This design comes from an exercise in tuning for small area on the open sky130 flow, not from production work. In this exercise RTL edits were held to simulation tests only and were not proved equivalent to the original. The flow treats the clock pin as an ideal source, which a real chip does not have. Power and IR drop assume default switching activity.

== the reference run ==
==> flow/design.v <==
module debounce_button(
    input  wire clk,
    input  wire reset_n,
    input  wire noisy_btn_n,
    output reg  clean_pulse
);
    localparam [4:0] CNT_ZERO  = 5'b01010,
                     CNT_PRESS = 5'b11010;
    reg sync0, sync1;
    reg [4:0] cnt;
    reg stable_level;
    wire btn_level = ~sync1;
    wire differ    = btn_level ^ stable_level;
    wire cnt_end   = cnt[2] & ~cnt[1] & cnt[0];
    wire pressed   = cnt[4] & cnt[3] & cnt[1];
    wire feedback  = (~cnt[4] & ~cnt[1]) | (cnt[4] & cnt[1] & ~cnt[3]);
    always @(posedge clk or negedge reset_n) begin
        if (!reset_n) begin
            sync0        <= 1'b1;
            sync1        <= 1'b1;
            cnt          <= CNT_ZERO;
            stable_level <= 1'b0;
            clean_pulse  <= 1'b0;
        end else begin
            sync0 <= noisy_btn_n;
            sync1 <= sync0;
            if (differ && !cnt_end)
                cnt <= {cnt[3:0], feedback};
            else if (differ && btn_level)
                cnt <= CNT_PRESS;
            else
                cnt <= CNT_ZERO;
            if (differ && cnt_end)
                stable_level <= btn_level;
            clean_pulse <= pressed;
        end
    end
endmodule
module blink_generator(
    input  wire half,
    output wire blink_out
);
    assign blink_out = half;
endmodule
module phase_timer(
    input  wire       clk,
    input  wire       reset_n,
    input  wire       clear,
    input  wire       expired,
    output reg  [4:0] hs
);
    reg [8:0] sub;
    wire sub_end = (sub == 9'b000100001);
    always @(posedge clk or negedge reset_n) begin
        if (!reset_n) begin
            sub <= 9'd0;
            hs  <= 5'd0;
        end else begin
            if (clear || sub_end)
                sub <= 9'd0;
            else
                sub <= {sub[7:0], ~(sub[8] ^ sub[4])};
            if (clear)
                hs <= 5'd0;
            else
                hs <= (sub_end ? hs + 5'd1 : hs) | {expired, expired, 3'b000};
        end
    end
endmodule
module sevenseg_decoder(
    input  wire [2:0] elapsed,
    output reg  [6:0] seg
);
    always @(*) begin
        case (elapsed)
            3'd7: seg = 7'b1000000;  
            3'd6: seg = 7'b1111001;  
            3'd5: seg = 7'b0100100;  
            3'd4: seg = 7'b0110000;  
            3'd3: seg = 7'b0011001;  
            3'd2: seg = 7'b0010010;  
            3'd1: seg = 7'b0000010;  
            default: seg = 7'b1111000;  
        endcase
    end
endmodule
module traffic_fsm(
    input  wire       clk,
    input  wire       reset_n,
    input  wire       clean_ped_button,
    input  wire       night_mode,
    input  wire       low_mode,
    input  wire       high_mode,
    input  wire [3:0] sec,
    output wire       change,
    output wire       expired,
    output wire       green,
    output wire       yellow,
    output wire       red,
    output wire       walk,
    output wire       night,
    output reg        ped_request_out
);
    localparam S_GREEN  = 3'b000,
               S_YELLOW = 3'b001,
               S_RED    = 3'b010,
               S_WALK   = 3'b011,
               S_NIGHT  = 3'b100;
    reg [2:0] state, next_state;
    wire      done = sec[3] & sec[2];
    assign green  = (state == S_GREEN);
    assign yellow = (state == S_YELLOW);
    assign red    = (state == S_RED);
    assign walk   = (state == S_WALK);
    assign night  = (state == S_NIGHT);
    reg [3:0] secs;
    always @(*) begin
        case (state)
            S_GREEN:  secs = high_mode ? 4'd10 : low_mode ? 4'd5 : 4'd7;
            S_YELLOW: secs = high_mode ? 4'd3  : low_mode ? 4'd2 : 4'd3;
            S_RED:    secs = high_mode ? 4'd7  : low_mode ? 4'd4 : 4'd5;
            default:  secs = 4'd8;
        endcase
    end
    assign expired = ~night & (sec >= secs);
    always @(*) begin
        next_state = state;
        if (night) begin
            if (!night_mode) next_state = S_GREEN;
        end else if (night_mode) begin
            next_state = S_NIGHT;
        end else if (done) begin
            case (state)
                S_GREEN:  next_state = S_YELLOW;
                S_YELLOW: next_state = S_RED;
                S_RED:    next_state = ped_request_out ? S_WALK : S_GREEN;
                default:  next_state = S_GREEN;
            endcase
        end
    end
    assign change = night ? ~night_mode : (night_mode | done);
    always @(posedge clk or negedge reset_n) begin
        if (!reset_n) begin
            state           <= S_GREEN;
            ped_request_out <= 1'b0;
        end else begin
            state <= next_state;
            if (clean_ped_button && !night_mode)
                ped_request_out <= 1'b1;
            else if (walk)
                ped_request_out <= 1'b0;
        end
    end
endmodule
module walk_countdown_timer(
    input  wire       clk,
    input  wire       reset_n,
    input  wire       walk,
    input  wire [3:0] sec,
    output reg  [2:0] elapsed
);
    always @(posedge clk or negedge reset_n) begin
        if (!reset_n)
            elapsed <= 3'd0;
        else if (walk && !sec[3])
            elapsed <= sec[2:0];
    end
endmodule
module traffic_top(
    input  wire        MAX10_CLK1_50,
    input  wire [1:0]  KEY,
    input  wire [9:0]  SW,
    output wire [9:0]  LEDR,
    output wire [6:0]  HEX0
);
    wire clk        = MAX10_CLK1_50;
    wire reset_n    = KEY[0];
    wire night_mode = SW[0];
    wire clean_ped_button;
    debounce_button db_inst (
        .clk         (clk),
        .reset_n     (reset_n),
        .noisy_btn_n (KEY[1]),
        .clean_pulse (clean_ped_button)
    );
    wire       clear, expired;
    wire [4:0] hs;
    wire       half = hs[0];
    wire [3:0] sec  = hs[4:1];
    phase_timer timer_inst (
        .clk     (clk),
        .reset_n (reset_n),
        .clear   (clear),
        .expired (expired),
        .hs      (hs)
    );
    wire green, yellow, red, walk, night, ped_request;
    traffic_fsm fsm_inst (
        .clk              (clk),
        .reset_n          (reset_n),
        .clean_ped_button (clean_ped_button),
        .night_mode       (night_mode),
        .low_mode         (SW[1]),
        .high_mode        (SW[2]),
        .sec              (sec),
        .change           (clear),
        .expired          (expired),
        .green            (green),
        .yellow           (yellow),
        .red              (red),
        .walk             (walk),
        .night            (night),
        .ped_request_out  (ped_request)
    );
    wire [2:0] elapsed;
    walk_countdown_timer walk_timer_inst (
        .clk     (clk),
        .reset_n (reset_n),
        .walk    (walk),
        .sec     (sec),
        .elapsed (elapsed)
    );
    sevenseg_decoder hex0_dec (
        .elapsed (elapsed),
        .seg     (HEX0)
    );
    wire blink_signal;
    blink_generator blink_inst (
        .half      (half),
        .blink_out (blink_signal)
    );
    assign LEDR[0]   = green;
    assign LEDR[1]   = night ? blink_signal : yellow;
    assign LEDR[2]   = red | walk;
    assign LEDR[3]   = walk;
    assign LEDR[4]   = ~walk;
    assign LEDR[5]   = ped_request;
    assign LEDR[6]   = SW[1];
    assign LEDR[7]   = SW[2];
    assign LEDR[9:8] = 2'b00;
endmodule
export LEC_CHECK = 0
export CAP_MARGIN = 20
export CORE_MARGIN = 2
export CORE_UTILIZATION = 40
export SLEW_MARGIN = 20
create_clock -name core_clock -period 10.0 [get_ports {MAX10_CLK1_50}]
standard.sh (not shown) runs the stock make flow with config.mk's settings and CLKGATE_MAP_FILE= SYNTH_SCRIPT=/design/flow/synth_recipe.tcl, a recipe that flattens the netlist after the stock synthesis.
==> flow/flow/run.sh <==
#!/bin/bash
# Standard ORFS layout with three changes:
#  1. after the standard synthesis, the combinational logic is mapped again
#     for area with ABC (four seeds, the smallest result is kept); registers
#     keep their cells and names, and the new netlist is proven equivalent to
#     the standard one before it is used;
#  2. port buffers use buf_1;
#  3. the clock tree is a single clock buffer at the centroid of the
#     registers, in place of TritonCTS's H-tree (clock_tree.tcl).
set -euo pipefail
export WORK=$(pwd)

FLOW=$WORK/flow
R=$WORK/orfs/results/$FLOW_PLATFORM/traffic_top/base
LIB=$(ls "$FLOW_HOME"/platforms/"$FLOW_PLATFORM"/lib/sky130_fd_sc_hd__tt_025C_1v80.lib)
PORTS="BUFFER_PORTS_ARGS=-buffer_cell sky130_fd_sc_hd__buf_1"

bash standard.sh synth > synth.log 2>&1

cp "$R/1_2_yosys.v" resynth_in.v
best=""
best_area=""
for seed in 0 1 2 3; do
    printf 'strash\n&get -n\n&deepsyn -T 40 -S %d\n&dch -f\n&nf -R 1000\n&put\n' $seed > area_$seed.abc
    sed -e "s#@LIB@#$LIB#g" -e "s#@ABC@#$WORK/area_$seed.abc#g" \
        -e "s#resynth_out.v#resynth_out_$seed.v#" "$FLOW/resynth.ys" > resynth_$seed.ys
    yosys -s resynth_$seed.ys > resynth_$seed.log 2>&1 &
done
wait || true
for seed in 0 1 2 3; do
    a=$(grep "Chip area" resynth_$seed.log | tail -1 | awk '{print $NF}' || true)
    [[ -n "$a" && -f resynth_out_$seed.v ]] || continue
    if [[ -z "$best" ]] || awk "BEGIN{exit !($a < $best_area)}"; then
        best=$seed; best_area=$a
    fi
done
echo "best seed: ${best:-none} area ${best_area:-none}" > resynth_status.txt
if [[ -n "$best" ]]; then
    cp resynth_out_$best.v resynth_out.v
    sed -e "s#@LIB@#$LIB#g" -e "s#@FLOW@#$FLOW#g" "$FLOW/equiv.ys" > equiv.ys
    if yosys -s equiv.ys > equiv.log 2>&1; then
        cp resynth_out.v "$R/1_2_yosys.v"
        rm -f "$R/1_synth.odb" "$R/1_synth.sdc"
        echo "resynthesis used" >> resynth_status.txt
    else
        echo "equivalence not proven, standard netlist kept" >> resynth_status.txt
    fi
fi

bash standard.sh "$PORTS" place > place.log 2>&1

openroad -no_init -exit "$FLOW/clock_tree.tcl" > clock_tree.log 2>&1

bash standard.sh "$PORTS" finish > layout.log 2>&1
Other scripts of this flow, unchanged in this note and not shown: flow/flow/clock_tree.tcl, flow/flow/conb.v, flow/flow/equiv.ys, flow/flow/resynth.ys
Input-level comparison between the trial run and the reference run:
diff --git a/flow/design.v b/flow/design.v
--- a/flow/design.v
+++ b/flow/design.v
@@ -101,47 +101,36 @@
     output wire       night,
     output reg        ped_request_out
 );
-    localparam S_GREEN  = 3'b000,
-               S_YELLOW = 3'b001,
-               S_RED    = 3'b010,
-               S_WALK   = 3'b011,
-               S_NIGHT  = 3'b100;
-    reg [2:0] state, next_state;
-    wire      done = sec[3] & sec[2];
-    assign green  = (state == S_GREEN);
-    assign yellow = (state == S_YELLOW);
-    assign red    = (state == S_RED);
-    assign walk   = (state == S_WALK);
-    assign night  = (state == S_NIGHT);
-    reg [3:0] secs;
+    reg [2:0] state;
+    assign night  = state[2];
+    assign green  = ~state[2] & ~state[1] & ~state[0];
+    assign yellow = ~state[1] & state[0];
+    assign red    = state[1] & ~state[0];
+    assign walk   = state[1] & state[0];
+    wire done = sec[3] & sec[2];
+    reg expired_r;
     always @(*) begin
-        case (state)
-            S_GREEN:  secs = high_mode ? 4'd10 : low_mode ? 4'd5 : 4'd7;
-            S_YELLOW: secs = high_mode ? 4'd3  : low_mode ? 4'd2 : 4'd3;
-            S_RED:    secs = high_mode ? 4'd7  : low_mode ? 4'd4 : 4'd5;
-            default:  secs = 4'd8;
+        case (state[1:0])
+            2'b00:   expired_r = high_mode ? sec[3] & sec[1] :
+                                 low_mode  ? sec[3] | sec[2] & (sec[1] | sec[0]) :
+                                             sec[3] | sec[2] & sec[1] & sec[0];
+            2'b01:   expired_r = sec[1] & (sec[0] | low_mode & ~high_mode);
+            2'b10:   expired_r = sec[2] & (high_mode ? sec[1] & sec[0] :
+                                           low_mode  | sec[1] | sec[0]);
+            default: expired_r = sec[3];
         endcase
     end
-    assign expired = ~night & (sec >= secs);
-    always @(*) begin
-        next_state = state;
-        if (night) begin
-            if (!night_mode) next_state = S_GREEN;
-        end else if (night_mode) begin
-            next_state = S_NIGHT;
-        end else if (done) begin
-            case (state)
-                S_GREEN:  next_state = S_YELLOW;
-                S_YELLOW: next_state = S_RED;
-                S_RED:    next_state = ped_request_out ? S_WALK : S_GREEN;
-                default:  next_state = S_GREEN;
-            endcase
-        end
-    end
+    assign expired = expired_r;
+    wire       advance = ~night & done;
+    wire       red_to_walk = red & ped_request_out;
+    wire [1:0] after   = {yellow | red_to_walk, ~state[1] & ~state[0] | red_to_walk};
+    wire [2:0] next_state = night_mode ? 3'b100 :
+                            night      ? 3'b000 :
+                            advance    ? {1'b0, after} : state;
     assign change = night ? ~night_mode : (night_mode | done);
     always @(posedge clk or negedge reset_n) begin
         if (!reset_n) begin
-            state           <= S_GREEN;
+            state           <= 3'b000;
             ped_request_out <= 1'b0;
         end else begin
             state <= next_state;
### Flow results
The trial run: flow completed, timing, DRC and antenna clean
The trial run ends up with lower net switching power of the design than the reference run does.
Between the trial run and the reference run, it is the trial run whose die footprint is lower, by 44 um2.
The final weighted congestion in routability-driven placement number comes out higher for the reference run vs the trial run.
Between the trial run and the reference run, the number of instances in the synthesized netlist is lower for the reference run.
Maximum VDD drop (lower): the reference run
The trial run vs the reference run: wire length up slightly
On the trial run: global-route track usage on met1 is 2.4 points lower than what the reference run gave.
The trial run ended up with a higher share of total power in the clock network than the reference run did.
The reference run consumes more power than the trial run.
Comparing the reference run with the trial run, the timing-limited maximum frequency came out essentially unchanged.

==> separate check: timing with driven ports <==
How much do the figures lean on ideal ports? The routed layouts below were timed once more, with nothing changed but the port constraints.
Step 1, drivers: a clkbuf_16 drives MAX10_CLK1_50 and a buf_2 each remaining input, both assumed.
Step 2, shift: input delay + t, output delay - t, t = (earliest + latest rising clock arrival at the registers) / 2. This alone moves slack from input paths to output paths.
Slacks: ideal ports / drivers / drivers and shift; pairs: ideal ports / drivers.
run | t, ns | slack for setup (ns) | hold WS [ns] | worst setup path at the end | clock arrival spread, ns
the reference run | 0.194 | 5.682 / 5.657 / 5.657 | 0.365 / 0.365 / 0.365 | input to output | 0.004 / 0.004
the trial run | 0.194 | 5.681 / 5.657 / 5.657 | 0.362 / 0.362 / 0.362 | input to output | 0.007 / 0.007
After both steps every run listed still meets setup and hold. The setup slack of the reference run, which loses most, moves by -0.025 ns with the drivers and by -0.025 ns with both steps.
